Context: an optimization exercise on an open-source flow, tuned for small area. The choices shown serve that exercise and are no tape-out recipe.
In this exercise RTL edits were held to simulation tests only and were not proved equivalent to the original.

==> module life16, before the edit <==
module life16(
    input clk,
    input load,
    input [255:0] data,
    output reg [255:0] q);
wire [255:0] t0, t1, nxt;
genvar r, c;
generate
  for (r = 0; r < 16; r = r + 1) begin : row
    for (c = 0; c < 16; c = c + 1) begin : col
      lf_fa tri3 (.a(q[r*16 + (c+15)%16]), .b(q[r*16 + c]), .c(q[r*16 + (c+1)%16]),
                  .s(t0[r*16 + c]), .co(t1[r*16 + c]));
    end
  end
  for (r = 0; r < 16; r = r + 2) begin : pr
    for (c = 0; c < 16; c = c + 1) begin : col
      wire a0 = t0[r*16 + c], a1 = t1[r*16 + c];
      wire b0 = t0[(r+1)*16 + c], b1 = t1[(r+1)*16 + c];
      wire nz0, o0, nk0, k0, p0, n1, d1, x1, nr0, nr1, nr2, nr3;
      lf_nor2  g0 (.a(a0), .b(b0), .y(nz0));
      lf_inv   g1 (.a(nz0), .y(o0));
      lf_nand2 g2 (.a(a0), .b(b0), .y(nk0));
      lf_inv   g3 (.a(nk0), .y(k0));
      lf_nor2  g4 (.a(nz0), .b(k0), .y(p0));
      lf_nor2  g5 (.a(a1), .b(b1), .y(n1));
      lf_and2  g6 (.a(a1), .b(b1), .y(d1));
      lf_nor2  g8 (.a(n1), .b(d1), .y(x1));
      lf_nand2 g9  (.a(n1), .b(nk0), .y(nr0));                         
      lf_o22ai g10 (.a1(n1), .a2(nz0), .b1(x1), .b2(o0), .y(nr1));     
      lf_o22ai g11 (.a1(n1), .a2(nk0), .b1(x1), .b2(k0), .y(nr2));     
      lf_o22ai g12 (.a1(x1), .a2(nz0), .b1(d1), .b2(o0), .y(nr3));     
      lf_cell up (.load(load), .d(data[r*16 + c]), .s(q[r*16 + c]), .p0(p0),
                  .t0(t0[((r+15)%16)*16 + c]), .t1(t1[((r+15)%16)*16 + c]),
                  .nr0(nr0), .nr1(nr1), .nr2(nr2), .nr3(nr3), .nx(nxt[r*16 + c]));
      lf_cell dn (.load(load), .d(data[(r+1)*16 + c]), .s(q[(r+1)*16 + c]), .p0(p0),
                  .t0(t0[((r+2)%16)*16 + c]), .t1(t1[((r+2)%16)*16 + c]),
                  .nr0(nr0), .nr1(nr1), .nr2(nr2), .nr3(nr3), .nx(nxt[(r+1)*16 + c]));
    end
  end
endgenerate
always @(posedge clk) q <= nxt;
endmodule
==> module lf_and2, before the edit <==
module lf_and2(input a, input b, output y); assign y = a & b; endmodule
clock: 5.0 ns
lec_check: 0
cap_margin: 20
core_margin: 2
core_utilization: 40
slew_margin: 20
synth_hierarchical: 1
standard.sh (not shown) runs the stock make flow with config.mk's settings and CLKGATE_MAP_FILE= SYNTH_SCRIPT=/design/flow/synth_recipe.tcl, a recipe that flattens the netlist after the stock synthesis.
==> flow/flow/run.sh <==
#!/bin/bash
# Own layout flow, built on the standard ORFS flow (standard.sh):
#  1. the standard synthesis, unchanged;
#  2. every combinational cell of the synthesized netlist swapped for the smallest drive
#     strength of the same cell (downsize.sed; registers are left alone), since the clock
#     period leaves ample slack; the resizer fixes any slew or capacitance limit later;
#  3. the standard layout with minimum-size port buffers (every port still gets one) and a
#     clock tree of small buffers without dummy loads.
set -euo pipefail
R=orfs/results/sky130hd/life16/base
bash standard.sh synth > synth.log 2>&1
sed -i -f flow/downsize.sed $R/1_2_yosys.v
rm -f $R/1_synth.odb $R/1_synth.sdc
bash standard.sh synth > synth_odb.log 2>&1
bash standard.sh \
  "BUFFER_PORTS_ARGS=-buffer_cell sky130_fd_sc_hd__buf_1" \
  "CTS_ARGS=-sink_clustering_enable -repair_clock_nets -dont_use_dummy_load -buf_list {sky130_fd_sc_hd__clkbuf_4} -sink_clustering_size 8 -sink_clustering_max_diameter 50" \
  finish > layout.log 2>&1
Other scripts of this flow, unchanged in this note and not shown: flow/flow/downsize.sed
Then changed:
--- a/flow/design.v
+++ b/flow/design.v
@@ -16,14 +16,15 @@
     for (c = 0; c < 16; c = c + 1) begin : col
       wire a0 = t0[r*16 + c], a1 = t1[r*16 + c];
       wire b0 = t0[(r+1)*16 + c], b1 = t1[(r+1)*16 + c];
-      wire nz0, o0, nk0, k0, p0, n1, d1, x1, nr0, nr1, nr2, nr3;
+      wire nz0, o0, nk0, k0, p0, n1, nd1, d1, x1, nr0, nr1, nr2, nr3;
       lf_nor2  g0 (.a(a0), .b(b0), .y(nz0));
       lf_inv   g1 (.a(nz0), .y(o0));
       lf_nand2 g2 (.a(a0), .b(b0), .y(nk0));
       lf_inv   g3 (.a(nk0), .y(k0));
       lf_nor2  g4 (.a(nz0), .b(k0), .y(p0));
       lf_nor2  g5 (.a(a1), .b(b1), .y(n1));
-      lf_and2  g6 (.a(a1), .b(b1), .y(d1));
+      lf_nand2 g6 (.a(a1), .b(b1), .y(nd1));
+      lf_inv   g7 (.a(nd1), .y(d1));
       lf_nor2  g8 (.a(n1), .b(d1), .y(x1));
       lf_nand2 g9  (.a(n1), .b(nk0), .y(nr0));                         
       lf_o22ai g10 (.a1(n1), .a2(nz0), .b1(x1), .b2(o0), .y(nr1));     
@@ -52,7 +53,6 @@
 module lf_fa(input a, input b, input c, output s, output co); assign {co, s} = a + b + c; endmodule
 module lf_inv(input a, output y); assign y = ~a; endmodule
 module lf_nor2(input a, input b, output y); assign y = ~(a | b); endmodule
-module lf_and2(input a, input b, output y); assign y = a & b; endmodule
 module lf_nand2(input a, input b, output y); assign y = ~(a & b); endmodule
 module lf_xor2(input a, input b, output y); assign y = a ^ b; endmodule
 module lf_o22ai(input a1, input a2, input b1, input b2, output y); assign y = ~((a1 | a2) & (b1 | b2)); endmodule
Outcome: Worst hold slack got worse by 20 ps; first-iteration DRC count came out lower by a few percent; wire length climbs slightly; non-clock buffer count decreases by 2; via count rises slightly; synthesized cell count came out higher by a few percent; synthesized area rises slightly.

==> port drivers added, routing unchanged <==
In the flow no input, the clock included, has a driving cell. The finished layouts below were timed again as built, in two steps.
Step 1 (the two cells are an assumption about what drives the block):
set clk [get_ports {clk}]
set_driving_cell -lib_cell sky130_fd_sc_hd__clkbuf_16 $clk
set_driving_cell -lib_cell sky130_fd_sc_hd__buf_2 [delete_from_list [all_inputs] $clk]
Step 2 adds t to the input delays and takes it off the output delays; t is the mean of the earliest and latest rising clock arrival at the registers after step 1. Input paths then give back, and output paths get back, about the clock's delay inside the block.
Three values: ideal ports, drivers, drivers and shift; two values: the first two.
run | t, ns | setup WS [ns] | worst setup path at the end | clock arrival spread, ns
the first run | 0.881 | 2.279 / 2.224 / 2.358 | input to register | 0.059 / 0.059
the second run | 0.897 | 2.232 / 2.170 / 2.423 | input to register | 0.088 / 0.088
After both steps every run listed still meets setup and hold.
